Background: an optimization exercise with open tools, aiming at small area and a short achievable clock period. Do not read the settings as production practice. RTL that was checked went through simulation tests only; none was proved equivalent to the original. No functional check of the RTL was part of run 1.

## flow/design.v (module list and top-level ports; edited modules follow where they fit)
// module clk_ctrl: 1637 lines
// module cc_ha: 4 lines
// module cc_fa: 4 lines
module clk_ctrl
(
	input  wire        clk_i,
	input  wire        rstn_i,
	input  wire [15:0] freq,
	output wire        dds1_o,
	output wire        dds_o
);
  // ...
==> flow/flow/run.sh <==
#!/bin/bash
# The standard layout (standard.sh, all ORFS steps unchanged), except:
#  - the port buffers that buffer_ports inserts are plain sky130_fd_sc_hd__buf_1 cells
#    instead of the delay buffers it picks by default (every port is still buffered);
#  - clock tree synthesis with clkbuf_8 buffers and without dummy loads.
set -euo pipefail
export BUFFER_PORTS_ARGS="-buffer_cell sky130_fd_sc_hd__buf_1"
export CTS_ARGS="-sink_clustering_enable -repair_clock_nets -buf_list sky130_fd_sc_hd__clkbuf_8 -dont_use_dummy_load"
bash standard.sh finish > standard_make.log 2>&1
==> flow/standard.sh <==
#!/bin/bash
# synth_recipe.tcl (not shown) runs the flow's synth.tcl, then flattens the netlist and writes it again
# the make line also repeats each setting of config.mk as NAME=value (left out here)
make -C /OpenROAD-flow-scripts/flow DESIGN_CONFIG=/design/flow/config.mk WORK_HOME=/design/flow/orfs CLKGATE_MAP_FILE= SYNTH_SCRIPT=/design/flow/synth_recipe.tcl "${@:-finish}"
==> flow/config.mk <==
export PLATFORM = sky130hd
export DESIGN_NAME = clk_ctrl
export DESIGN_NICKNAME = clk_ctrl
export VERILOG_FILES = /design/flow/design.v
export SDC_FILE = /design/flow/constraint.sdc
export NUM_CORES = 4
export LEC_CHECK = 0
export CAP_MARGIN = 20
export CORE_MARGIN = 2
export CORE_UTILIZATION = 40
export CTS_BUF_LIST = sky130_fd_sc_hd__clkbuf_8
export SLEW_MARGIN = 20
export SYNTH_HIERARCHICAL = 1
==> flow/constraint.sdc <==
create_clock -name core_clock -period 70.0 [get_ports {clk_i}]
set_input_delay 14.0000 -clock core_clock [delete_from_list [all_inputs] [get_ports {clk_i}]]
set_output_delay 14.0000 -clock core_clock [all_outputs]
set_load 0.01 [all_outputs]
==> notes.md, run 1 <==
| Parameter | Reported |
|:---|:---|
| Largest registers | cnt1 x32, cnt x32, fr x16 |
| Die area | 26410 um^2 |
| First-pass GRT wire length | 37.02 mm |
| Final design area excluding fillers | 10690 um^2 |
| Number of maximum-capacitance violations | 0 |
| Dpl cell area | 10570 um^2 |
| Share of synthesized registers carrying an async set or reset | 1.000 |
| Number of buffers inserted during clock tree synthesis | 9 |
| Initial standard-cell utilization of the core | 0.4038 |
| Top cells by area, synth | sky130_fd_sc_hd__fa_1 (70%), sky130_fd_sc_hd__dfrtp_1 (22%), sky130_fd_sc_hd__ha_1 (3.9%) |
| Non-clock buffer contribution to total cell area | 0.009829 |
| Post-Route M1 WL | 9.573 mm |
| Root buffer selected by CTS | sky130_fd_sc_hd__clkbuf_8 |
| Highest metal layer with signal wires | met4 |
| Synth Area in Compound Gates | 0.01232 |
| Signal buffers | 23 |
| Pin count of the biggest net entering global routing | 48 |
| Flip-flop and latch count after synthesis | 87 |
| Setup repair after global routing missed its margin | false |
| Seq_cells | 87 |
| Setup ws final | 55.13 ns |
| Largest family of logic cells by synthesized area | adder cells |
| # rows | 58 |
| Critical path's largest stage delay | 0.38 ns |
| Busiest layer in global routing | met2 |
| Highest Clock Rate | 0.06723 GHz |
| Library cell with the largest summed area after synthesis | sky130_fd_sc_hd__fa_1 |
| Quantity of hold-fixing buffers added after cts | 0 |
| Slew HR | 0.3832 |
| FF-to-FF End | dds$_DFF_PN0_ |
| Status | complete, no violations |
| Clock tree from TritonCTS | yes |
| Worst clock skew on the final layout | 0.02033 ns |
| Share of the final layout cell area in multi-input gates | 0.7209 |
==> inputs of run 2 (changes only) <==
--- a/flow/design.v
+++ b/flow/design.v
@@ -5,23 +5,23 @@
 	input  wire [15:0] freq,
 	output wire        dds1_o,
 	output wire        dds_o
 );
 reg  [15:0] fr;
 reg  [31:0] cnt;      
 reg  [31:0] cnt1;     
 reg  [2:0]  pa;       
-reg  [3:0]  pb;       
+reg  [2:0]  pb;       
 reg         dds;
 reg         dds1;
 wire [31:0] cnt_n;
 wire [31:0] cnt1_n;
 wire [2:0]  pa_n;
-wire [3:0]  pb_n;
+wire [2:0]  pb_n;
 wire        dds_n;
 wire        dds1_n;
 wire [10:0] gq;       
 localparam [31:0] CNT_INV  = 32'h00000000;
 localparam [31:0] CNT1_INV = 32'h00000000;
 always @(posedge clk_i or negedge rstn_i)
 	if (rstn_i == 1'b0) begin
 		fr   <= 16'd0;
@@ -817,50 +817,50 @@
 wire bs_773;
 wire bc_774;
 wire bs_775;
 wire bc_776;
 wire bs_777;
 wire bc_778;
 wire bs_779;
 wire bc_780;
-wire bs_781;
-wire bc_782;
-wire bs_783;
-wire bc_784;
+wire bfg_781;
+wire bfp_782;
+wire bfg_783;
+wire bfp_784;
 wire bfg_785;
 wire bfp_786;
 wire bfg_787;
 wire bfp_788;
 wire bfg_789;
 wire bfp_790;
 wire bfg_791;
 wire bfp_792;
-wire bfg_793;
-wire bfp_794;
-wire bfg_795;
-wire bfp_796;
+wire bfG_793;
+wire bfP_794;
+wire bfG_795;
+wire bfP_796;
 wire bfG_797;
 wire bfP_798;
 wire bfG_799;
 wire bfP_800;
 wire bfG_801;
 wire bfP_802;
 wire bfG_803;
 wire bfP_804;
 wire bfG_805;
 wire bfP_806;
 wire bfG_807;
 wire bfP_808;
 wire bfG_809;
 wire bfP_810;
-wire bfG_811;
-wire bfP_812;
-wire bfG_813;
-wire bfP_814;
+wire brs_811;
+wire brc_812;
+wire brs_813;
+wire brc_814;
 wire brs_815;
 wire brc_816;
 wire brs_817;
 wire brc_818;
 wire brs_819;
 wire brc_820;
 wire brs_821;
 wire brc_822;
@@ -979,17 +979,16 @@
 wire tA_30;
 wire tB_30;
 wire tA_31;
 wire tB_31;
 wire dc_875;
 wire dc_876;
 wire dc_877;
 wire dc_878;
-wire dc_879;
 assign n_1 = ~fr[0];
 assign n_2 = ~fr[1];
 assign n_3 = ~fr[2];
 assign n_4 = ~fr[3];
 assign n_5 = ~fr[4];
 assign n_6 = ~fr[5];
 assign n_7 = ~fr[6];
 assign n_8 = ~fr[7];
@@ -1346,157 +1345,157 @@
 cc_fa ubs_607 (.a(bs_605), .b(bc_600), .c(n_543), .s(bs_607), .co(bc_608));
 cc_fa ubs_609 (.a(bs_607), .b(bc_602), .c(gq[10]), .s(bs_609), .co(bc_610));
 cc_fa ubs_611 (.a(cnt1[6]), .b(n_537), .c(bc_606), .s(bs_611), .co(bc_612));
 cc_fa ubs_613 (.a(gq[3]), .b(bs_611), .c(n_544), .s(bs_613), .co(bc_614));
 cc_fa ubs_615 (.a(bc_608), .b(bs_613), .c(bc_610), .s(bs_615), .co(bc_616));
 cc_fa ubs_617 (.a(cnt1[7]), .b(gq[0]), .c(n_538), .s(bs_617), .co(bc_618));
 cc_fa ubs_619 (.a(bs_617), .b(gq[4]), .c(bc_612), .s(bs_619), .co(bc_620));
 cc_fa ubs_621 (.a(bs_619), .b(bc_614), .c(n_545), .s(bs_621), .co(bc_622));
-cc_fa ubs_623 (.a(cnt1[8]), .b(pb[1]), .c(gq[1]), .s(bs_623), .co(bc_624));
-cc_fa ubs_625 (.a(bs_623), .b(bc_618), .c(n_539), .s(bs_625), .co(bc_626));
-cc_fa ubs_627 (.a(bs_625), .b(bc_620), .c(gq[5]), .s(bs_627), .co(bc_628));
-cc_fa ubs_629 (.a(bs_627), .b(bc_622), .c(n_546), .s(bs_629), .co(bc_630));
-cc_fa ubs_631 (.a(cnt1[9]), .b(gq[2]), .c(bc_624), .s(bs_631), .co(bc_632));
-cc_fa ubs_633 (.a(bs_631), .b(n_540), .c(bc_626), .s(bs_633), .co(bc_634));
-cc_fa ubs_635 (.a(bs_633), .b(bc_628), .c(n_542), .s(bs_635), .co(bc_636));
-cc_fa ubs_637 (.a(cnt1[10]), .b(gq[3]), .c(bc_632), .s(bs_637), .co(bc_638));
-cc_fa ubs_639 (.a(bs_637), .b(bc_634), .c(n_541), .s(bs_639), .co(bc_640));
-cc_fa ubs_641 (.a(gq[6]), .b(bs_639), .c(bc_636), .s(bs_641), .co(bc_642));
-cc_fa ubs_643 (.a(cnt1[11]), .b(n_536), .c(gq[4]), .s(bs_643), .co(bc_644));
-cc_fa ubs_645 (.a(bc_638), .b(bs_643), .c(bc_640), .s(bs_645), .co(bc_646));
-cc_fa ubs_647 (.a(n_542), .b(gq[7]), .c(bs_645), .s(bs_647), .co(bc_648));
-cc_fa ubs_649 (.a(gq[8]), .b(bc_642), .c(bs_647), .s(bs_649), .co(bc_650));
-cc_fa ubs_651 (.a(cnt1[12]), .b(n_537), .c(bc_644), .s(bs_651), .co(bc_652));
-cc_fa ubs_653 (.a(gq[5]), .b(bs_651), .c(bc_646), .s(bs_653), .co(bc_654));
-cc_fa ubs_655 (.a(n_543), .b(bc_648), .c(bs_653), .s(bs_655), .co(bc_656));
-cc_fa ubs_657 (.a(gq[9]), .b(bc_650), .c(bs_655), .s(bs_657), .co(bc_658));
-cc_fa ubs_659 (.a(cnt1[13]), .b(n_536), .c(n_538), .s(bs_659), .co(bc_660));
-cc_fa ubs_661 (.a(bs_659), .b(bc_652), .c(gq[6]), .s(bs_661), .co(bc_662));
-cc_fa ubs_663 (.a(bs_661), .b(n_544), .c(bc_654), .s(bs_663), .co(bc_664));
-cc_fa ubs_665 (.a(bc_656), .b(bs_663), .c(n_546), .s(bs_665), .co(bc_666));
-cc_fa ubs_667 (.a(cnt1[14]), .b(n_537), .c(bc_660), .s(bs_667), .co(bc_668));
-cc_fa ubs_669 (.a(n_539), .b(bs_667), .c(bc_662), .s(bs_669), .co(bc_670));
-cc_fa ubs_671 (.a(gq[7]), .b(bs_669), .c(n_545), .s(bs_671), .co(bc_672));
-cc_fa ubs_673 (.a(bc_664), .b(gq[10]), .c(bs_671), .s(bs_673), .co(bc_674));
-cc_fa ubs_675 (.a(cnt1[15]), .b(n_538), .c(n_540), .s(bs_675), .co(bc_676));
-cc_fa ubs_677 (.a(bc_668), .b(bs_675), .c(gq[8]), .s(bs_677), .co(bc_678));
-cc_fa ubs_679 (.a(bc_670), .b(bs_677), .c(bc_672), .s(bs_679), .co(bc_680));
-cc_fa ubs_681 (.a(n_546), .b(bc_674), .c(bs_679), .s(bs_681), .co(bc_682));
-cc_fa ubs_683 (.a(cnt1[16]), .b(pb[2]), .c(n_539), .s(bs_683), .co(bc_684));
-cc_fa ubs_685 (.a(bs_683), .b(bc_676), .c(n_541), .s(bs_685), .co(bc_686));
-cc_fa ubs_687 (.a(bs_685), .b(bc_678), .c(n_545), .s(bs_687), .co(bc_688));
-cc_fa ubs_689 (.a(bs_687), .b(bc_680), .c(bc_682), .s(bs_689), .co(bc_690));
-cc_fa ubs_691 (.a(cnt1[17]), .b(n_536), .c(n_540), .s(bs_691), .co(bc_692));
-cc_fa ubs_693 (.a(bc_684), .b(bs_691), .c(bc_686), .s(bs_693), .co(bc_694));
-cc_fa ubs_695 (.a(n_542), .b(bs_693), .c(gq[9]), .s(bs_695), .co(bc_696));
-cc_fa ubs_697 (.a(bc_688), .b(gq[10]), .c(bs_695), .s(bs_697), .co(bc_698));
-cc_fa ubs_699 (.a(cnt1[18]), .b(n_537), .c(bc_692), .s(bs_699), .co(bc_700));
-cc_fa ubs_701 (.a(n_541), .b(bs_699), .c(bc_694), .s(bs_701), .co(bc_702));
-cc_fa ubs_703 (.a(n_543), .b(bs_701), .c(bc_696), .s(bs_703), .co(bc_704));
-cc_fa ubs_705 (.a(cnt1[19]), .b(n_536), .c(n_538), .s(bs_705), .co(bc_706));
-cc_fa ubs_707 (.a(bs_705), .b(bc_700), .c(n_542), .s(bs_707), .co(bc_708));
-cc_fa ubs_709 (.a(bs_707), .b(gq[8]), .c(bc_702), .s(bs_709), .co(bc_710));
-cc_fa ubs_711 (.a(cnt1[20]), .b(n_537), .c(bc_706), .s(bs_711), .co(bc_712));
-cc_fa ubs_713 (.a(n_539), .b(bs_711), .c(bc_708), .s(bs_713), .co(bc_714));
-cc_fa ubs_715 (.a(n_543), .b(n_544), .c(bs_713), .s(bs_715), .co(bc_716));
-cc_fa ubs_717 (.a(n_545), .b(bc_710), .c(bs_715), .s(bs_717), .co(bc_718));
-cc_fa ubs_719 (.a(cnt1[21]), .b(gq[0]), .c(n_538), .s(bs_719), .co(bc_720));
-cc_fa ubs_721 (.a(bs_719), .b(n_540), .c(bc_712), .s(bs_721), .co(bc_722));
-cc_fa ubs_723 (.a(bs_721), .b(n_544), .c(bc_714), .s(bs_723), .co(bc_724));
-cc_fa ubs_725 (.a(bc_716), .b(bs_723), .c(n_546), .s(bs_725), .co(bc_726));
-cc_fa ubs_727 (.a(cnt1[22]), .b(gq[1]), .c(bc_720), .s(bs_727), .co(bc_728));
-cc_fa ubs_729 (.a(n_539), .b(bs_727), .c(bc_722), .s(bs_729), .co(bc_730));
-cc_fa ubs_731 (.a(n_541), .b(bs_729), .c(gq[9]), .s(bs_731), .co(bc_732));
-cc_fa ubs_733 (.a(bc_724), .b(bs_731), .c(bc_726), .s(bs_733), .co(bc_734));
-cc_fa ubs_735 (.a(cnt1[23]), .b(gq[2]), .c(n_540), .s(bs_735), .co(bc_736));
-cc_fa ubs_737 (.a(bc_728), .b(bs_735), .c(bc_730), .s(bs_737), .co(bc_738));
-cc_fa ubs_739 (.a(n_542), .b(bs_737), .c(n_545), .s(bs_739), .co(bc_740));
-cc_fa ubs_741 (.a(bc_732), .b(gq[10]), .c(bs_739), .s(bs_741), .co(bc_742));
-cc_fa ubs_743 (.a(cnt1[24]), .b(pb[3]), .c(gq[3]), .s(bs_743), .co(bc_744));
-cc_fa ubs_745 (.a(bs_743), .b(bc_736), .c(n_541), .s(bs_745), .co(bc_746));
-cc_fa ubs_747 (.a(bs_745), .b(bc_738), .c(n_543), .s(bs_747), .co(bc_748));
-cc_fa ubs_749 (.a(bs_747), .b(bc_740), .c(n_546), .s(bs_749), .co(bc_750));
-cc_fa ubs_751 (.a(cnt1[25]), .b(gq[4]), .c(bc_744), .s(bs_751), .co(bc_752));
-cc_fa ubs_753 (.a(bs_751), .b(bc_746), .c(n_542), .s(bs_753), .co(bc_754));
-cc_fa ubs_755 (.a(bs_753), .b(gq[8]), .c(bc_748), .s(bs_755), .co(bc_756));
-cc_fa ubs_757 (.a(cnt1[26]), .b(bc_752), .c(gq[5]), .s(bs_757), .co(bc_758));
-cc_fa ubs_759 (.a(bs_757), .b(bc_754), .c(n_543), .s(bs_759), .co(bc_760));
-cc_fa ubs_761 (.a(n_544), .b(bs_759), .c(gq[9]), .s(bs_761), .co(bc_762));
-cc_fa ubs_763 (.a(cnt1[27]), .b(bc_758), .c(gq[6]), .s(bs_763), .co(bc_764));
-cc_fa ubs_765 (.a(bs_763), .b(n_544), .c(bc_760), .s(bs_765), .co(bc_766));
-cc_fa ubs_767 (.a(n_545), .b(bs_765), .c(bc_762), .s(bs_767), .co(bc_768));
-cc_fa ubs_769 (.a(cnt1[28]), .b(bc_764), .c(gq[7]), .s(bs_769), .co(bc_770));
-cc_fa ubs_771 (.a(bs_769), .b(n_545), .c(bc_766), .s(bs_771), .co(bc_772));
-cc_fa ubs_773 (.a(n_546), .b(bs_771), .c(bc_768), .s(bs_773), .co(bc_774));
-cc_fa ubs_775 (.a(cnt1[29]), .b(gq[8]), .c(bc_770), .s(bs_775), .co(bc_776));
-cc_fa ubs_777 (.a(bs_775), .b(gq[10]), .c(bc_772), .s(bs_777), .co(bc_778));
-cc_fa ubs_779 (.a(cnt1[30]), .b(gq[9]), .c(bc_776), .s(bs_779), .co(bc_780));
-cc_fa ubs_781 (.a(n_546), .b(bs_779), .c(bc_778), .s(bs_781), .co(bc_782));
-cc_fa ubs_783 (.a(cnt1[31]), .b(n_546), .c(bc_780), .s(bs_783), .co(bc_784));
-assign bfg_785 = n_545 & bs_555;
-assign bfp_786 = n_545 | bs_555;
-assign bfg_787 = n_546 & bs_559;
-assign bfp_788 = n_546 | bs_559;
-assign bfg_789 = bs_567 & bc_564;
-assign bfp_790 = bs_567 | bc_564;
-assign bfg_791 = bs_569 & bs_571;
-assign bfp_792 = bs_569 | bs_571;
-assign bfg_793 = bc_572 & bs_575;
-assign bfp_794 = bc_572 | bs_575;
-assign bfg_795 = bc_576 & bs_579;
-assign bfp_796 = bc_576 | bs_579;
-assign bfG_797 = 1'b0 | (bs_547 & 1'b0);
-assign bfP_798 = bs_547 & gq[1];
-assign bfG_799 = bfg_785 | (bfp_786 & 1'b0);
-assign bfP_800 = bfp_786 & bs_551;
-assign bfG_801 = 1'b0 | (bs_563 & bfg_787);
-assign bfP_802 = bs_563 & bfp_788;
-assign bfG_803 = bfg_791 | (bfp_792 & bfg_789);
-assign bfP_804 = bfp_792 & bfp_790;
-assign bfG_805 = bfg_795 | (bfp_796 & bfg_793);
-assign bfP_806 = bfp_796 & bfp_794;
-assign bfG_807 = bfG_799 | (bfP_800 & bfG_797);
-assign bfP_808 = bfP_800 & bfP_798;
-assign bfG_809 = bfG_803 | (bfP_804 & bfG_801);
-assign bfP_810 = bfP_804 & bfP_802;
-assign bfG_811 = bfG_809 | (bfP_810 & bfG_807);
-assign bfP_812 = bfP_810 & bfP_808;
-assign bfG_813 = bfG_805 | (bfP_806 & bfG_811);
-assign bfP_814 = bfP_806 & bfP_812;
-cc_fa ubrs_815 (.a(bc_580), .b(bs_583), .c(bfG_813), .s(brs_815), .co(brc_816));
-cc_ha ubrs_817 (.a(bs_587), .b(brc_816), .s(brs_817), .co(brc_818));
-cc_fa ubrs_819 (.a(bs_591), .b(bc_588), .c(brc_818), .s(brs_819), .co(brc_820));
-cc_ha ubrs_821 (.a(bs_597), .b(brc_820), .s(brs_821), .co(brc_822));
-cc_fa ubrs_823 (.a(bc_598), .b(bs_603), .c(brc_822), .s(brs_823), .co(brc_824));
-cc_fa ubrs_825 (.a(bc_604), .b(bs_609), .c(brc_824), .s(brs_825), .co(brc_826));
-cc_ha ubrs_827 (.a(bs_615), .b(brc_826), .s(brs_827), .co(brc_828));
-cc_fa ubrs_829 (.a(bs_621), .b(bc_616), .c(brc_828), .s(brs_829), .co(brc_830));
-cc_ha ubrs_831 (.a(bs_635), .b(bc_630), .s(brs_831), .co(brc_832));
-cc_fa ubrs_833 (.a(n_543), .b(bs_641), .c(brc_832), .s(brs_833), .co(brc_834));
-cc_ha ubrs_835 (.a(bs_649), .b(brc_834), .s(brs_835), .co(brc_836));
-cc_ha ubrs_837 (.a(bs_657), .b(brc_836), .s(brs_837), .co(brc_838));
-cc_fa ubrs_839 (.a(bc_658), .b(bs_665), .c(brc_838), .s(brs_839), .co(brc_840));
-cc_fa ubrs_841 (.a(bc_666), .b(bs_673), .c(brc_840), .s(brs_841), .co(brc_842));
-cc_ha ubrs_843 (.a(bs_681), .b(brc_842), .s(brs_843), .co(brc_844));
-cc_ha ubrs_845 (.a(bs_697), .b(bc_690), .s(brs_845), .co(brc_846));
-cc_fa ubrs_847 (.a(bc_698), .b(bs_703), .c(brc_846), .s(brs_847), .co(brc_848));
-cc_fa ubrs_849 (.a(bs_709), .b(bc_704), .c(brc_848), .s(brs_849), .co(brc_850));
-cc_ha ubrs_851 (.a(bs_717), .b(brc_850), .s(brs_851), .co(brc_852));
-cc_fa ubrs_853 (.a(bc_718), .b(bs_725), .c(brc_852), .s(brs_853), .co(brc_854));
-cc_ha ubrs_855 (.a(bs_733), .b(brc_854), .s(brs_855), .co(brc_856));
-cc_fa ubrs_857 (.a(bs_741), .b(bc_734), .c(brc_856), .s(brs_857), .co(brc_858));
-cc_ha ubrs_859 (.a(bc_742), .b(bs_749), .s(brs_859), .co(brc_860));
-cc_fa ubrs_861 (.a(bs_755), .b(bc_750), .c(brc_860), .s(brs_861), .co(brc_862));
-cc_fa ubrs_863 (.a(bc_756), .b(bs_761), .c(brc_862), .s(brs_863), .co(brc_864));
-cc_fa ubrs_865 (.a(gq[10]), .b(bs_767), .c(brc_864), .s(brs_865), .co(brc_866));
-cc_ha ubrs_867 (.a(bs_773), .b(brc_866), .s(brs_867), .co(brc_868));
-cc_fa ubrs_869 (.a(bs_777), .b(bc_774), .c(brc_868), .s(brs_869), .co(brc_870));
-cc_ha ubrs_871 (.a(bs_781), .b(brc_870), .s(brs_871), .co(brc_872));
-cc_fa ubrs_873 (.a(bs_783), .b(bc_782), .c(brc_872), .s(brs_873), .co(brc_874));
+cc_fa ubs_623 (.a(cnt1[8]), .b(gq[1]), .c(bc_618), .s(bs_623), .co(bc_624));
+cc_fa ubs_625 (.a(n_539), .b(bs_623), .c(bc_620), .s(bs_625), .co(bc_626));
+cc_fa ubs_627 (.a(gq[5]), .b(bs_625), .c(bc_622), .s(bs_627), .co(bc_628));
+cc_fa ubs_629 (.a(cnt1[9]), .b(gq[2]), .c(n_540), .s(bs_629), .co(bc_630));
+cc_fa ubs_631 (.a(bc_624), .b(bs_629), .c(bc_626), .s(bs_631), .co(bc_632));
+cc_fa ubs_633 (.a(n_542), .b(bs_631), .c(bc_628), .s(bs_633), .co(bc_634));
+cc_fa ubs_635 (.a(cnt1[10]), .b(gq[3]), .c(bc_630), .s(bs_635), .co(bc_636));
+cc_fa ubs_637 (.a(n_541), .b(gq[6]), .c(bs_635), .s(bs_637), .co(bc_638));
+cc_fa ubs_639 (.a(bc_632), .b(n_543), .c(bs_637), .s(bs_639), .co(bc_640));
+cc_fa ubs_641 (.a(cnt1[11]), .b(pb[1]), .c(n_536), .s(bs_641), .co(bc_642));
+cc_fa ubs_643 (.a(bs_641), .b(gq[4]), .c(bc_636), .s(bs_643), .co(bc_644));
+cc_fa ubs_645 (.a(n_542), .b(gq[7]), .c(bc_638), .s(bs_645), .co(bc_646));
+cc_fa ubs_647 (.a(bs_643), .b(gq[8]), .c(bc_640), .s(bs_647), .co(bc_648));
+cc_fa ubs_649 (.a(cnt1[12]), .b(bc_642), .c(n_537), .s(bs_649), .co(bc_650));
+cc_fa ubs_651 (.a(bs_649), .b(gq[5]), .c(bc_644), .s(bs_651), .co(bc_652));
+cc_fa ubs_653 (.a(n_543), .b(bc_646), .c(bs_651), .s(bs_653), .co(bc_654));
+cc_fa ubs_655 (.a(gq[9]), .b(bc_648), .c(bs_653), .s(bs_655), .co(bc_656));
+cc_fa ubs_657 (.a(cnt1[13]), .b(n_536), .c(n_538), .s(bs_657), .co(bc_658));
+cc_fa ubs_659 (.a(bc_650), .b(bs_657), .c(gq[6]), .s(bs_659), .co(bc_660));
+cc_fa ubs_661 (.a(bs_659), .b(n_544), .c(bc_652), .s(bs_661), .co(bc_662));
+cc_fa ubs_663 (.a(bc_654), .b(bs_661), .c(n_546), .s(bs_663), .co(bc_664));
+cc_fa ubs_665 (.a(cnt1[14]), .b(n_537), .c(bc_658), .s(bs_665), .co(bc_666));
+cc_fa ubs_667 (.a(n_539), .b(bs_665), .c(bc_660), .s(bs_667), .co(bc_668));
+cc_fa ubs_669 (.a(gq[7]), .b(bs_667), .c(n_545), .s(bs_669), .co(bc_670));
+cc_fa ubs_671 (.a(bc_662), .b(gq[10]), .c(bs_669), .s(bs_671), .co(bc_672));
+cc_fa ubs_673 (.a(cnt1[15]), .b(n_538), .c(n_540), .s(bs_673), .co(bc_674));
+cc_fa ubs_675 (.a(bc_666), .b(bs_673), .c(gq[8]), .s(bs_675), .co(bc_676));
+cc_fa ubs_677 (.a(bc_668), .b(bs_675), .c(bc_670), .s(bs_677), .co(bc_678));
+cc_fa ubs_679 (.a(n_546), .b(bc_672), .c(bs_677), .s(bs_679), .co(bc_680));
+cc_fa ubs_681 (.a(cnt1[16]), .b(n_539), .c(bc_674), .s(bs_681), .co(bc_682));
+cc_fa ubs_683 (.a(n_541), .b(bs_681), .c(bc_676), .s(bs_683), .co(bc_684));
+cc_fa ubs_685 (.a(n_545), .b(bs_683), .c(bc_678), .s(bs_685), .co(bc_686));
+cc_fa ubs_687 (.a(cnt1[17]), .b(n_536), .c(n_540), .s(bs_687), .co(bc_688));
+cc_fa ubs_689 (.a(bs_687), .b(bc_682), .c(n_542), .s(bs_689), .co(bc_690));
+cc_fa ubs_691 (.a(bs_689), .b(gq[9]), .c(bc_684), .s(bs_691), .co(bc_692));
+cc_fa ubs_693 (.a(gq[10]), .b(bs_691), .c(bc_686), .s(bs_693), .co(bc_694));
+cc_fa ubs_695 (.a(cnt1[18]), .b(n_537), .c(bc_688), .s(bs_695), .co(bc_696));
+cc_fa ubs_697 (.a(n_541), .b(bs_695), .c(bc_690), .s(bs_697), .co(bc_698));
+cc_fa ubs_699 (.a(n_543), .b(bs_697), .c(bc_692), .s(bs_699), .co(bc_700));
+cc_fa ubs_701 (.a(cnt1[19]), .b(n_536), .c(n_538), .s(bs_701), .co(bc_702));
+cc_fa ubs_703 (.a(bs_701), .b(bc_696), .c(n_542), .s(bs_703), .co(bc_704));
+cc_fa ubs_705 (.a(bs_703), .b(gq[8]), .c(bc_698), .s(bs_705), .co(bc_706));
+cc_fa ubs_707 (.a(cnt1[20]), .b(n_537), .c(bc_702), .s(bs_707), .co(bc_708));
+cc_fa ubs_709 (.a(n_539), .b(bs_707), .c(bc_704), .s(bs_709), .co(bc_710));
+cc_fa ubs_711 (.a(n_543), .b(n_544), .c(bs_709), .s(bs_711), .co(bc_712));
+cc_fa ubs_713 (.a(n_545), .b(bc_706), .c(bs_711), .s(bs_713), .co(bc_714));
+cc_fa ubs_715 (.a(cnt1[21]), .b(gq[0]), .c(n_538), .s(bs_715), .co(bc_716));
+cc_fa ubs_717 (.a(bs_715), .b(n_540), .c(bc_708), .s(bs_717), .co(bc_718));
+cc_fa ubs_719 (.a(bs_717), .b(n_544), .c(bc_710), .s(bs_719), .co(bc_720));
+cc_fa ubs_721 (.a(bc_712), .b(bs_719), .c(n_546), .s(bs_721), .co(bc_722));
+cc_fa ubs_723 (.a(cnt1[22]), .b(pb[2]), .c(gq[1]), .s(bs_723), .co(bc_724));
+cc_fa ubs_725 (.a(bs_723), .b(bc_716), .c(n_539), .s(bs_725), .co(bc_726));
+cc_fa ubs_727 (.a(bs_725), .b(bc_718), .c(n_541), .s(bs_727), .co(bc_728));
+cc_fa ubs_729 (.a(bs_727), .b(gq[9]), .c(bc_720), .s(bs_729), .co(bc_730));
+cc_fa ubs_731 (.a(cnt1[23]), .b(gq[2]), .c(bc_724), .s(bs_731), .co(bc_732));
+cc_fa ubs_733 (.a(bs_731), .b(n_540), .c(bc_726), .s(bs_733), .co(bc_734));
+cc_fa ubs_735 (.a(bs_733), .b(bc_728), .c(n_542), .s(bs_735), .co(bc_736));
+cc_fa ubs_737 (.a(bs_735), .b(n_545), .c(gq[10]), .s(bs_737), .co(bc_738));
+cc_fa ubs_739 (.a(cnt1[24]), .b(gq[3]), .c(bc_732), .s(bs_739), .co(bc_740));
+cc_fa ubs_741 (.a(bs_739), .b(bc_734), .c(n_541), .s(bs_741), .co(bc_742));
+cc_fa ubs_743 (.a(bs_741), .b(bc_736), .c(n_543), .s(bs_743), .co(bc_744));
+cc_fa ubs_745 (.a(bs_743), .b(n_546), .c(bc_738), .s(bs_745), .co(bc_746));
+cc_fa ubs_747 (.a(cnt1[25]), .b(gq[4]), .c(bc_740), .s(bs_747), .co(bc_748));
+cc_fa ubs_749 (.a(bs_747), .b(bc_742), .c(n_542), .s(bs_749), .co(bc_750));
+cc_fa ubs_751 (.a(bs_749), .b(gq[8]), .c(bc_744), .s(bs_751), .co(bc_752));
+cc_fa ubs_753 (.a(cnt1[26]), .b(gq[5]), .c(bc_748), .s(bs_753), .co(bc_754));
+cc_fa ubs_755 (.a(bs_753), .b(bc_750), .c(n_543), .s(bs_755), .co(bc_756));
+cc_fa ubs_757 (.a(n_544), .b(bs_755), .c(gq[9]), .s(bs_757), .co(bc_758));
+cc_fa ubs_759 (.a(cnt1[27]), .b(gq[6]), .c(bc_754), .s(bs_759), .co(bc_760));
+cc_fa ubs_761 (.a(bs_759), .b(n_544), .c(bc_756), .s(bs_761), .co(bc_762));
+cc_fa ubs_763 (.a(n_545), .b(bs_761), .c(bc_758), .s(bs_763), .co(bc_764));
+cc_fa ubs_765 (.a(cnt1[28]), .b(gq[7]), .c(bc_760), .s(bs_765), .co(bc_766));
+cc_fa ubs_767 (.a(bs_765), .b(n_545), .c(bc_762), .s(bs_767), .co(bc_768));
+cc_fa ubs_769 (.a(n_546), .b(bs_767), .c(bc_764), .s(bs_769), .co(bc_770));
+cc_fa ubs_771 (.a(cnt1[29]), .b(gq[8]), .c(bc_766), .s(bs_771), .co(bc_772));
+cc_fa ubs_773 (.a(bs_771), .b(gq[10]), .c(bc_768), .s(bs_773), .co(bc_774));
+cc_fa ubs_775 (.a(cnt1[30]), .b(gq[9]), .c(bc_772), .s(bs_775), .co(bc_776));
+cc_fa ubs_777 (.a(n_546), .b(bs_775), .c(bc_774), .s(bs_777), .co(bc_778));
+cc_fa ubs_779 (.a(cnt1[31]), .b(n_546), .c(bc_776), .s(bs_779), .co(bc_780));
+assign bfg_781 = n_545 & bs_555;
+assign bfp_782 = n_545 | bs_555;
+assign bfg_783 = n_546 & bs_559;
+assign bfp_784 = n_546 | bs_559;
+assign bfg_785 = bs_567 & bc_564;
+assign bfp_786 = bs_567 | bc_564;
+assign bfg_787 = bs_569 & bs_571;
+assign bfp_788 = bs_569 | bs_571;
+assign bfg_789 = bc_572 & bs_575;
+assign bfp_790 = bc_572 | bs_575;
+assign bfg_791 = bc_576 & bs_579;
+assign bfp_792 = bc_576 | bs_579;
+assign bfG_793 = 1'b0 | (bs_547 & 1'b0);
+assign bfP_794 = bs_547 & gq[1];
+assign bfG_795 = bfg_781 | (bfp_782 & 1'b0);
+assign bfP_796 = bfp_782 & bs_551;
+assign bfG_797 = 1'b0 | (bs_563 & bfg_783);
+assign bfP_798 = bs_563 & bfp_784;
+assign bfG_799 = bfg_787 | (bfp_788 & bfg_785);
+assign bfP_800 = bfp_788 & bfp_786;
+assign bfG_801 = bfg_791 | (bfp_792 & bfg_789);
+assign bfP_802 = bfp_792 & bfp_790;
+assign bfG_803 = bfG_795 | (bfP_796 & bfG_793);
+assign bfP_804 = bfP_796 & bfP_794;
+assign bfG_805 = bfG_799 | (bfP_800 & bfG_797);
+assign bfP_806 = bfP_800 & bfP_798;
+assign bfG_807 = bfG_805 | (bfP_806 & bfG_803);
+assign bfP_808 = bfP_806 & bfP_804;
+assign bfG_809 = bfG_801 | (bfP_802 & bfG_807);
+assign bfP_810 = bfP_802 & bfP_808;
+cc_fa ubrs_811 (.a(bc_580), .b(bs_583), .c(bfG_809), .s(brs_811), .co(brc_812));
+cc_ha ubrs_813 (.a(bs_587), .b(brc_812), .s(brs_813), .co(brc_814));
+cc_fa ubrs_815 (.a(bs_591), .b(bc_588), .c(brc_814), .s(brs_815), .co(brc_816));
+cc_ha ubrs_817 (.a(bs_597), .b(brc_816), .s(brs_817), .co(brc_818));
+cc_fa ubrs_819 (.a(bc_598), .b(bs_603), .c(brc_818), .s(brs_819), .co(brc_820));
+cc_fa ubrs_821 (.a(bc_604), .b(bs_609), .c(brc_820), .s(brs_821), .co(brc_822));
+cc_ha ubrs_823 (.a(bs_615), .b(brc_822), .s(brs_823), .co(brc_824));
+cc_fa ubrs_825 (.a(bs_621), .b(bc_616), .c(brc_824), .s(brs_825), .co(brc_826));
+cc_fa ubrs_827 (.a(n_546), .b(bs_627), .c(brc_826), .s(brs_827), .co(brc_828));
+cc_ha ubrs_829 (.a(bs_633), .b(brc_828), .s(brs_829), .co(brc_830));
+cc_fa ubrs_831 (.a(bs_639), .b(bc_634), .c(brc_830), .s(brs_831), .co(brc_832));
+cc_ha ubrs_833 (.a(bs_645), .b(bs_647), .s(brs_833), .co(brc_834));
+cc_ha ubrs_835 (.a(bs_655), .b(brc_834), .s(brs_835), .co(brc_836));
+cc_fa ubrs_837 (.a(bc_656), .b(bs_663), .c(brc_836), .s(brs_837), .co(brc_838));
+cc_fa ubrs_839 (.a(bc_664), .b(bs_671), .c(brc_838), .s(brs_839), .co(brc_840));
+cc_ha ubrs_841 (.a(bs_679), .b(brc_840), .s(brs_841), .co(brc_842));
+cc_fa ubrs_843 (.a(bc_680), .b(bs_685), .c(brc_842), .s(brs_843), .co(brc_844));
+cc_ha ubrs_845 (.a(bs_693), .b(brc_844), .s(brs_845), .co(brc_846));
+cc_fa ubrs_847 (.a(bs_699), .b(bc_694), .c(brc_846), .s(brs_847), .co(brc_848));
+cc_fa ubrs_849 (.a(bs_705), .b(bc_700), .c(brc_848), .s(brs_849), .co(brc_850));
+cc_ha ubrs_851 (.a(bs_713), .b(brc_850), .s(brs_851), .co(brc_852));
+cc_fa ubrs_853 (.a(bc_714), .b(bs_721), .c(brc_852), .s(brs_853), .co(brc_854));
+cc_ha ubrs_855 (.a(bs_729), .b(bc_722), .s(brs_855), .co(brc_856));
+cc_fa ubrs_857 (.a(bc_730), .b(bs_737), .c(brc_856), .s(brs_857), .co(brc_858));
+cc_ha ubrs_859 (.a(bs_745), .b(brc_858), .s(brs_859), .co(brc_860));
+cc_fa ubrs_861 (.a(bs_751), .b(bc_746), .c(brc_860), .s(brs_861), .co(brc_862));
+cc_fa ubrs_863 (.a(bc_752), .b(bs_757), .c(brc_862), .s(brs_863), .co(brc_864));
+cc_fa ubrs_865 (.a(gq[10]), .b(bs_763), .c(brc_864), .s(brs_865), .co(brc_866));
+cc_ha ubrs_867 (.a(bs_769), .b(brc_866), .s(brs_867), .co(brc_868));
+cc_fa ubrs_869 (.a(bs_773), .b(bc_770), .c(brc_868), .s(brs_869), .co(brc_870));
+cc_ha ubrs_871 (.a(bs_777), .b(brc_870), .s(brs_871), .co(brc_872));
+cc_fa ubrs_873 (.a(bs_779), .b(bc_778), .c(brc_872), .s(brs_873), .co(brc_874));
 assign cnt_n[0] = ars_380;
 assign cnt_n[1] = ars_382;
 assign cnt_n[2] = ars_384;
 assign cnt_n[3] = ars_386;
 assign cnt_n[4] = ars_388;
 assign cnt_n[5] = ars_390;
 assign cnt_n[6] = ars_392;
 assign cnt_n[7] = ars_394;
@@ -1519,33 +1518,33 @@
 assign cnt_n[24] = ars_420;
 assign cnt_n[25] = ars_422;
 assign cnt_n[26] = ars_424;
 assign cnt_n[27] = ars_426;
 assign cnt_n[28] = ars_428;
 assign cnt_n[29] = ars_430;
 assign cnt_n[30] = ars_432;
 assign cnt_n[31] = ars_434;
-assign cnt1_n[0] = brs_815;
-assign cnt1_n[1] = brs_817;
-assign cnt1_n[2] = brs_819;
-assign cnt1_n[3] = brs_821;
-assign cnt1_n[4] = brs_823;
-assign cnt1_n[5] = brs_825;
-assign cnt1_n[6] = brs_827;
-assign cnt1_n[7] = brs_829;
-assign cnt1_n[8] = bs_629;
-assign cnt1_n[9] = brs_831;
-assign cnt1_n[10] = brs_833;
-assign cnt1_n[11] = brs_835;
-assign cnt1_n[12] = brs_837;
-assign cnt1_n[13] = brs_839;
-assign cnt1_n[14] = brs_841;
-assign cnt1_n[15] = brs_843;
-assign cnt1_n[16] = bs_689;
+assign cnt1_n[0] = brs_811;
+assign cnt1_n[1] = brs_813;
+assign cnt1_n[2] = brs_815;
+assign cnt1_n[3] = brs_817;
+assign cnt1_n[4] = brs_819;
+assign cnt1_n[5] = brs_821;
+assign cnt1_n[6] = brs_823;
+assign cnt1_n[7] = brs_825;
+assign cnt1_n[8] = brs_827;
+assign cnt1_n[9] = brs_829;
+assign cnt1_n[10] = brs_831;
+assign cnt1_n[11] = brs_833;
+assign cnt1_n[12] = brs_835;
+assign cnt1_n[13] = brs_837;
+assign cnt1_n[14] = brs_839;
+assign cnt1_n[15] = brs_841;
+assign cnt1_n[16] = brs_843;
 assign cnt1_n[17] = brs_845;
 assign cnt1_n[18] = brs_847;
 assign cnt1_n[19] = brs_849;
 assign cnt1_n[20] = brs_851;
 assign cnt1_n[21] = brs_853;
 assign cnt1_n[22] = brs_855;
 assign cnt1_n[23] = brs_857;
 assign cnt1_n[24] = brs_859;
@@ -1555,19 +1554,18 @@
 assign cnt1_n[28] = brs_867;
 assign cnt1_n[29] = brs_869;
 assign cnt1_n[30] = brs_871;
 assign cnt1_n[31] = brs_873;
 assign pa_n[0] = 1'b0;
 assign pa_n[1] = arc_401;
 assign pa_n[2] = arc_419;
 assign pb_n[0] = 1'b0;
-assign pb_n[1] = brc_830;
-assign pb_n[2] = brc_844;
-assign pb_n[3] = brc_858;
+assign pb_n[1] = brc_832;
+assign pb_n[2] = brc_854;
 assign tA_0 = cnt_n[0];
 assign tB_0 = cnt1_n[0];
 assign tA_1 = cnt_n[1];
 assign tB_1 = cnt1_n[1];
 assign tA_2 = cnt_n[2];
 assign tB_2 = cnt1_n[2];
 assign tA_3 = cnt_n[3];
 assign tB_3 = cnt1_n[3];
@@ -1625,20 +1623,19 @@
 assign tB_29 = cnt1_n[29];
 assign tA_30 = cnt_n[30];
 assign tB_30 = cnt1_n[30];
 assign tA_31 = cnt_n[31];
 assign tB_31 = cnt1_n[31];
 assign dc_875 = (1'b0 & 1'b0 & (&{tA_1,tA_2,tA_3,tA_4,tA_5,tA_6,tA_7,tA_8,tA_9,tA_10})) | ((1'b0 | 1'b0) & (&{tA_0,tA_1,tA_2,tA_3,tA_4,tA_5,tA_6,tA_7,tA_8,tA_9,tA_10}));
 assign dc_876 = (pa_n[1] & dc_875 & (&{tA_12,tA_13,tA_14,tA_15,tA_16,tA_17,tA_18,tA_19,tA_20,tA_21})) | ((pa_n[1] | dc_875) & (&{tA_11,tA_12,tA_13,tA_14,tA_15,tA_16,tA_17,tA_18,tA_19,tA_20,tA_21}));
 assign dds_n = tA_31 ^ (((pa_n[2] ^ dc_876) & (&{tA_22,tA_23,tA_24,tA_25,tA_26,tA_27,tA_28,tA_29,tA_30})) | (pa_n[2] & dc_876 & (&{tA_23,tA_24,tA_25,tA_26,tA_27,tA_28,tA_29,tA_30})));
-assign dc_877 = (1'b0 & 1'b0 & (&{tB_1,tB_2,tB_3,tB_4,tB_5,tB_6,tB_7})) | ((1'b0 | 1'b0) & (&{tB_0,tB_1,tB_2,tB_3,tB_4,tB_5,tB_6,tB_7}));
-assign dc_878 = (pb_n[1] & dc_877 & (&{tB_9,tB_10,tB_11,tB_12,tB_13,tB_14,tB_15})) | ((pb_n[1] | dc_877) & (&{tB_8,tB_9,tB_10,tB_11,tB_12,tB_13,tB_14,tB_15}));
-assign dc_879 = (pb_n[2] & dc_878 & (&{tB_17,tB_18,tB_19,tB_20,tB_21,tB_22,tB_23})) | ((pb_n[2] | dc_878) & (&{tB_16,tB_17,tB_18,tB_19,tB_20,tB_21,tB_22,tB_23}));
-assign dds1_n = tB_31 ^ (((pb_n[3] ^ dc_879) & (&{tB_24,tB_25,tB_26,tB_27,tB_28,tB_29,tB_30})) | (pb_n[3] & dc_879 & (&{tB_25,tB_26,tB_27,tB_28,tB_29,tB_30})));
+assign dc_877 = (1'b0 & 1'b0 & (&{tB_1,tB_2,tB_3,tB_4,tB_5,tB_6,tB_7,tB_8,tB_9,tB_10})) | ((1'b0 | 1'b0) & (&{tB_0,tB_1,tB_2,tB_3,tB_4,tB_5,tB_6,tB_7,tB_8,tB_9,tB_10}));
+assign dc_878 = (pb_n[1] & dc_877 & (&{tB_12,tB_13,tB_14,tB_15,tB_16,tB_17,tB_18,tB_19,tB_20,tB_21})) | ((pb_n[1] | dc_877) & (&{tB_11,tB_12,tB_13,tB_14,tB_15,tB_16,tB_17,tB_18,tB_19,tB_20,tB_21}));
+assign dds1_n = tB_31 ^ (((pb_n[2] ^ dc_878) & (&{tB_22,tB_23,tB_24,tB_25,tB_26,tB_27,tB_28,tB_29,tB_30})) | (pb_n[2] & dc_878 & (&{tB_23,tB_24,tB_25,tB_26,tB_27,tB_28,tB_29,tB_30})));
 endmodule
 module cc_ha (input wire a, input wire b, output wire s, output wire co);
 assign s  = a ^ b;
 assign co = a & b;
 endmodule
 module cc_fa (input wire a, input wire b, input wire c, output wire s, output wire co);
 assign s  = a ^ b ^ c;
 assign co = (a & b) | (a & c) | (b & c);
==> run 2 against run 1 <==
Still clean. Wire length down 1.7%. Final area fell by 0.56%. First-iteration DRC count down 5.1%. Hold slack better by 0.015 ns. Register-to-register slack lost 0.66 ns. Clock-buffer cell count stayed put. Global-route usage fell by 0.19 points. Setup slack lost 0.022 ns. Sequential share of layout area down 0.12 points. Largest cell class unchanged. Highest routed layer unchanged.
==> notes.md, run 2 <==
| Parameter | Reported | Change |
|:---|:---|:---|
| Number of detailed-routing iterations run before antenna repair | 4 |  |
| Fill cell total of the finished layout | 2135 |  |
| Top cells by area, synth | sky130_fd_sc_hd__fa_1 (70%), sky130_fd_sc_hd__dfrtp_1 (22%), sky130_fd_sc_hd__ha_1 (3.9%) |  |
| Cell with the largest stage delay on the worst path | sky130_fd_sc_hd__dfrtp_1 |  |
| CTS Buffer Depth | 2 |  |
| Worst-path cell chain | buf_1 |  |
| Vert. Die Dim | 162.2 um |  |
| CTS clk-pin slew, worst paths | 0.09 ns |  |
| Hold Path Class | reg2reg |  |
| Total track usage | 0.1947 |  |
| Number of resized instances in the post-cts repair step | 0 |  |
| Overall routed net length | 21.86 mm |  |
| Library cells used by synthesis | 24 |  |
| Die extent in x | 162.2 um |  |
| Setup ws final | 55.10 ns | -0.02150 ns |
| DRC violation total after the first TritonRoute iteration | 222 |  |
| Setup repair after global routing missed its margin | false |  |
| H-Tree Level Count | 3 |  |
| Leading cell types in the layout, fill and taps excluded | sky130_fd_sc_hd__fa_1 (349), sky130_fd_sc_hd__dfrtp_1 (86), sky130_fd_sc_hd__inv_1 (44) |  |
| Area share of the largest cell type after synthesis | 0.6983 |  |
| First-pass GRT wire length | 37.09 mm | +0.21% |
| Total of buffers placed on input and output ports | 19 |  |
| Slew @ Worst Pin | 0.8788 ns |  |
| Top cell types by occurrence after synthesis | sky130_fd_sc_hd__fa_1 (349), sky130_fd_sc_hd__dfrtp_1 (86), sky130_fd_sc_hd__inv_1 (44), sky130_fd_sc_hd__ha_1 (31), sky130_fd_sc_hd__nand4_1 (11) |  |
| Final-report max-slew violation count | 0 |  |
| Portion of the clock cycle consumed by the worst path in the final layout | 0.2128 |  |
| Antenna diode count | 0 |  |
| Utilization after layout | 0.4347 |  |
| FF-to-FF End | dds1$_DFF_PN0_ |  |
| Total global routing overflow | 0 |  |
| Highest Clock Rate | 0.06713 GHz | -0.14% |
| Worst clock skew on the final layout | 0.02539 ns | +0.005055 ns |
| R2R Path Start | fr[11]$_DFF_PN0_ |  |
| Average instance area after synthesis | 17.84 um^2 |  |
| Vias per cell | 5.160 |  |
| Root buffer selected by CTS | sky130_fd_sc_hd__clkbuf_8 |  |
| Prevailing post-synth register cell | sky130_fd_sc_hd__dfrtp_1 |  |
| CTS sink cnt | 86 |  |
| Min Clock Period, post-route | 14.90 ns |  |
| Data required, critical path | 56.00 ns |  |
| Setup Slack @ Placement | 54.78 ns |  |
| Startpoint type of the worst setup path | register |  |
| Flip-flop and latch count after synthesis | 86 | -1.1% |
| Startpoint-to-endpoint class of the critical path | reg2out |  |
| Initial standard-cell utilization of the core | 0.4090 | +0.005243 |
| Launch instance of the worst min-delay path | cnt1[31]$_DFF_PN0_ |  |
| Netlist area before placement | 10010 um^2 |  |
| Hold path cells | 2 |  |
| Setup slack on the worst flop-to-flop path | 56.22 ns |  |
| Quantity of hold-fixing buffers added after cts | 0 | unchanged |
| Detail-routed net length per standard cell | 23.87 um |  |
| Detail Route Antenna Nets | 0 |  |
| Status | complete, no violations |  |
| Area delta synth->final | 6.265% |  |
| Placed insts | 907 |  |
| Clock tree from TritonCTS | yes |  |
| Number of buffers inserted during clock tree synthesis | 9 | unchanged |
| Most repeated cell in the gate-level netlist after synthesis | sky130_fd_sc_hd__fa_1 |  |
| CP delay by family, top | flip-flops |  |
| Slew HR | 0.4135 | +0.03027 |
| Detailed-route via count | 4727 |  |
| I/O pin total | 20 |  |
| Total of endpoints with negative setup slack in the final report | 0 |  |
| Worst EP arrival | 0.90 ns |  |
| Ys Warns | 7 |  |
| Seq/Total Area, Yosys | 0.2151 |  |
| Number of global-route vias before repair | 6269 |  |
| Total core area | 24460 um^2 |  |
| Pin count of the biggest net entering global routing | 52 | +8.3% |
| Critical path's largest stage delay | 0.39 ns | about the same |
| Final Wtd Congestion | 0.8861 |  |
| Leading cell type in the layout, fill and taps excluded | sky130_fd_sc_hd__fa_1 |  |
| Critical Path Source | dds1$_DFF_PN0_ |  |
| Clock Latency Late Sink | 0.38 ns |  |
| Number of hold violations in the final report | 0 |  |
| Setup TNS after final layout | 0 ns |  |
| Buffers inserted by post-CTS timing repair | 0 |  |
| Drt drc | 0 |  |
| Synth Instances | 561 |  |
| Library cell with the largest summed area after synthesis | sky130_fd_sc_hd__fa_1 |  |
| Antenna violations before repair | 0 |  |
| Post-synth EDFFs | 0 |  |
| Crit Path Max Fanout | 1 |  |
| Final hold slack | 0.8310 ns |  |
| Detailed placement HPWL | 18.34 mm |  |
| Ratio of cells with drive above 1 in the final layout | 0.02534 |  |
| End point of the worst hold path | cnt1[31]$_DFF_PN0_ |  |
| Kind of end point of the critical path | output port |  |
| Cell depth of the worst flop-to-flop path | 39 |  |
| Synthesized net count | 959 |  |
| # rows | 57 | -1.7% |
| Post-route non-filler standard cell count | 916 |  |
| Die area | 26300 um^2 | -0.44% |
| Number of maximum-capacitance violations | 0 | unchanged |
| Buffers & Inverters on Critical Path | 1 |  |
| Nets | 992 |  |
| Share of synthesized registers carrying an async set or reset | 1.000 | unchanged |
| Largest registers | cnt1 x32, cnt x32, fr x16 |  |
==> run 2: changes by cell type after synthesis <==
cell	previous run	this run
sky130_fd_sc_hd__nand3_1	4	2
sky130_fd_sc_hd__nand2_1	9	7
sky130_fd_sc_hd__nand4_1	9	11
sky130_fd_sc_hd__a21oi_1	6	5
sky130_fd_sc_hd__nor2_1	2	1
sky130_fd_sc_hd__nor4_1	1	0
sky130_fd_sc_hd__dfrtp_1	87	86
==> run 2: worst min-delay path, stage by stage, from the launching register on <==
cell                      delay (ns)
sky130_fd_sc_hd__dfrtp_1        0.37
sky130_fd_sc_hd__fa_1           0.21
sky130_fd_sc_hd__fa_1           0.21
==> run 2: worst max-delay path by stage <==
stage | slack [ns] | endpoint | depth (start not counted)
after floorplan | 55.62 | dds1_o | 0
after global placement | 54.84 | fr[0]$_DFF_PN0_ | 2
after detailed placement | 54.78 | fr[2]$_DFF_PN0_ | 2
after CTS | 55.07 | dds1_o | 1
after global routing | 55.01 | fr[2]$_DFF_PN0_ | 2
final | 55.10 | dds1_o | 1
==> run 2: metrics by stage <==
stage / area, um^2
2_1_floorplan: 10010
3_3_place_gp: 10510
3_5_place_dp: 10510
4_1_cts: 10630
5_1_grt: 10630
6_report: 10630
==> run 2: layer usage <==
metal	up-vias	global-route usage	routed length (um)
li1	1788	-	-
met1	2765	0.2874	9704
met2	147	0.3023	10600
met3	27	0.03856	1226
met4	0	0.04827	333
met5	-	0	0
==> run 2: cells by family after synthesis <==
family                     share of synthesized area
adders and majority gates                     0.7380
DFF                                           0.2151
xor gates and xnor gates                    0.001751
buffers and inverters                        0.01651
and+or+nand+nor                              0.01676
AOI/OAI and AO/OA                            0.01188
==> run 2: cell type report <==
class / instances / area (um^2) / share of cell area
Multi-Input combinational cell: 431 / 7689 / 0.7231
Sequential cell: 86 / 2152 / 0.2024
Tap cell: 324 / 405.4 / 0.03813
Inverter: 44 / 165.2 / 0.01553
Clock buffer: 9 / 123.9 / 0.01165
Timing Repair Buffer: 22 / 97.59 / 0.009179
==> run 2: per-module statistics from Yosys (local to each module, per instance) <==
module    flip-flops and latches  copies in the design
cc_fa                          0                   349
clk_ctrl                      86                     1
cc_ha                          0                    29

-- afterwards: timing with drivers on the ports --
Ports are ideal in the flow. The routed layouts listed here were re-timed in OpenROAD.
Step 1 assumes that a clkbuf_16 drives the clock port and a buf_2 every other input.
Step 2 also shifts input and output timing later by t, the mid clock arrival at the registers, as if the neighbouring blocks saw the same clock.
Slacks: ideal / step 1 / step 2; pairs: ideal / step 1.
run | shift t [ns] | slack for setup (ns) | hold slack, ns | worst data-port slew with drivers (ns)
run 1 | 0.413 | 55.126 / 55.081 / 54.884 | 0.816 / 0.816 / 0.816 | 0.04
run 2 | 0.408 | 55.104 / 55.061 / 54.888 | 0.831 / 0.831 / 0.831 | 0.04
After both steps every run listed still meets setup and hold. The setup slack of run 1, which loses most, moves by -0.045 ns with the drivers and by -0.242 ns with both steps. The worst setup slack also covers recovery checks on asynchronous resets.
